Source: an optimization exercise on an open RTL-to-GDS flow (aim: small area and a short achievable clock period). Production flows keep margins and buffers that such runs may drop.
Power is estimated from default activity; no workload was simulated.

## perceptron_top
module perceptron_top #(
    parameter WIDTH = 16
  ) (
    input clk,
    input reset,
    input      val_i,
    output     rdy_o,
    output     val_o,
    input      rdy_i,
    input  [1:0] W1W0b_en_i,
    input        b_i,
    input        W0_i,
    input        W1_i,
    input signed [WIDTH-1:0] X0_i,
    input signed [WIDTH-1:0] X1_i,
    output     Y_o
);
For scale: roughly 1400 cells after synthesis, roughly 44 I/O pins, about 15000 um^2 of cells after synthesis.
Settings: LEC_CHECK=0, CAP_MARGIN=20, CORE_MARGIN=2, CORE_UTILIZATION=40, SETUP_SLACK_MARGIN=3.5, SLEW_MARGIN=20, SYNTH_HIERARCHICAL=1, SYNTH_MINIMUM_KEEP_SIZE=0; clock period 9.0 ns.
standard.sh (not shown) runs the stock make flow with config.mk's settings and CLKGATE_MAP_FILE= SYNTH_SCRIPT=/design/flow/synth_recipe.tcl, a recipe that flattens the netlist after the stock synthesis.
==> flow/flow/run.sh <==
#!/bin/bash
# The standard layout (standard.sh, unchanged synthesis and steps), with
# the port buffers made of a plain buffer cell instead of the delay buffer
# that buffer_ports picks by default.  ORFS keeps each step's log under
# orfs/logs/; make's own output goes to make.log here.
set -euo pipefail
bash standard.sh BUFFER_PORTS_ARGS="-buffer_cell sky130_fd_sc_hd__buf_2" finish > make.log 2>&1
Then changed:
==> flow/run.sh (new file) <==
#!/bin/bash
# synth_recipe.tcl (not shown) runs the flow's synth.tcl, then flattens the netlist and writes it again
# the make line also repeats each setting of config.mk as NAME=value (left out here)
make -C /OpenROAD-flow-scripts/flow DESIGN_CONFIG=/design/flow/config.mk WORK_HOME=/design/flow/orfs CLKGATE_MAP_FILE= SYNTH_SCRIPT=/design/flow/synth_recipe.tcl finish
removed: flow/flow/run.sh
removed: flow/standard.sh
The new run completed with no timing, DRC or antenna violations.
Global-route usage goes down by 0.69 points.
Final cell count stays flat.
Via count goes up slightly.
Clock skew goes up by 0.011 ns.
No functional check of the RTL was part of any run of this note.


perceptron_top, a different RTL version from the one above (not shown whole).
Size in the first run: about 1300 cells after synthesis, about 110 flip-flops, about 44 I/O pins, ~14000 µm² of cells after synthesis.
clock: 9.0 ns
lec_check: 0
cap_margin: 20
core_margin: 2
core_utilization: 40
setup_slack_margin: 5.0
slew_margin: 20
synth_hierarchical: 1
synth_minimum_keep_size: 0
run.sh (not shown) runs the stock make flow with config.mk's settings and CLKGATE_MAP_FILE= SYNTH_SCRIPT=/design/flow/synth_recipe.tcl, a recipe that flattens the netlist after the stock synthesis.
Stock flow here: none of the scripts above is used.
Edit:
--- a/flow/config.mk
+++ b/flow/config.mk
@@ -13,2 +13,3 @@
 export SYNTH_HIERARCHICAL = 1
 export SYNTH_MINIMUM_KEEP_SIZE = 0
+export TNS_END_PERCENT = 0
Clock power went down by about 3%. Global-route usage is lower by 1.5 points. Final area shrinks by 5.3%. Total power goes down by 4.5%. Non-clock buffer count falls by 42. Hold slack is about the same. Setup slack is worse by 41 ps. Routed wire length falls by 5.7%. Core utilization drops by 2.9 points. First-iteration DRC count came out higher by 12%. Area after synthesis does not change.
Edit:
--- a/flow/config.mk
+++ b/flow/config.mk
@@ -9,7 +9,6 @@
 export CORE_MARGIN = 2
 export CORE_UTILIZATION = 40
-export SETUP_SLACK_MARGIN = 5.0
+export SETUP_SLACK_MARGIN = 4.0
 export SLEW_MARGIN = 20
 export SYNTH_HIERARCHICAL = 1
 export SYNTH_MINIMUM_KEEP_SIZE = 0
-export TNS_END_PERCENT = 0
Effect: Setup slack loses 170 ps. Fmax falls by a few percent. Hold slack loses 14 ps. Cell area falls by a few percent. Combinational power is about the same. Synthesized cell count is unchanged. Clock power rises by a few percent. Sequential share of layout area rises by 0.44 points. Flip-flop and latch count does not change.
No functional check of the RTL was part of any run of this note.


lane 1:
perceptron_top, a different RTL version from the one above (not shown whole).
For scale: about 1300 cells after synthesis, ~44 I/O pins.
==> flow/config.mk <==
export PLATFORM = sky130hd
export DESIGN_NAME = perceptron_top
export DESIGN_NICKNAME = perceptron_top
export VERILOG_FILES = /design/flow/design.v
export SDC_FILE = /design/flow/constraint.sdc
export NUM_CORES = 4
export LEC_CHECK = 0
export CAP_MARGIN = 20
export CORE_MARGIN = 2
export CORE_UTILIZATION = 40
export SETUP_SLACK_MARGIN = 4.5
export SLEW_MARGIN = 20
export SYNTH_HIERARCHICAL = 1
export SYNTH_MINIMUM_KEEP_SIZE = 0
==> flow/constraint.sdc <==
create_clock -name core_clock -period 9.0 [get_ports {clk}]
set_input_delay 1.8000 -clock core_clock [delete_from_list [all_inputs] [get_ports {clk}]]
set_output_delay 1.8000 -clock core_clock [all_outputs]
set_load 0.01 [all_outputs]
> inputs changed (lane 1 -> lane 2)
- SETUP_SLACK_MARGIN: 4.5 -> 3.5
### Flow results
- Result: PASS for each of lane 2 and lane 1
- Diff lane 1 -> lane 2: number of search-and-repair iterations in the first detailed-routing pass grew by 2; cell depth of the worst flop-to-flop path shrank by 1; combinational power shrank by 13%.
- Layout-stage area growth over the synthesis result (higher): lane 1
- Compared with lane 1, lane 2 shows register share of the cell area higher by 2.6 points.
- Lane 2 vs lane 1: placer's final routability congestion estimate up
Function was not checked in any run of this note: the RTL went through the layout flow alone.

## static timing again, ports no longer ideal
How much do the figures lean on ideal ports? The routed layouts below were timed once more, with nothing changed but the port constraints. Step 1 (the two cells are an assumption about what drives the block):
set clk [get_ports {clk}]
set_driving_cell -lib_cell sky130_fd_sc_hd__clkbuf_16 $clk
set_driving_cell -lib_cell sky130_fd_sc_hd__buf_2 [delete_from_list [all_inputs] $clk]
Step 2 times the ports against the registers' clock, not the clock port: input delays grow and output delays shrink by t, the midpoint of the rising clock arrivals with the driver on. Three values: no drivers, after step 1, after step 2; two values: the first two.
run | t (ns) | setup WS [ns] | clock arrival spread, ns | slew at the worst register clock pin (ns)
the first run of note 1 | 0.507 | 3.971 / 3.971 / 3.971 | 0.010 / 0.010 | 0.07 / 0.07
the second run of note 1 | 0.492 | 3.768 / 3.746 / 3.746 | 0.020 / 0.020 | 0.08 / 0.08
the first run of note 2 | 0.442 | 4.262 / 4.262 / 4.262 | 0.021 / 0.020 | 0.09 / 0.09
the second run of note 2 | 0.436 | 4.221 / 4.221 / 4.221 | 0.015 / 0.015 | 0.09 / 0.09
the third run of note 2 | 0.437 | 4.046 / 4.046 / 4.046 | 0.018 / 0.018 | 0.09 / 0.09
lane 1 | 0.433 | 4.260 / 4.260 / 4.260 | 0.013 / 0.013 | 0.09 / 0.09
lane 2 | 0.425 | 3.749 / 3.740 / 3.740 | 0.013 / 0.012 | 0.09 / 0.09
After both steps every run listed still meets setup and hold. For the second run of note 1, which loses most, drivers alone change the setup slack by -0.022 ns; drivers and shift together by -0.022 ns.
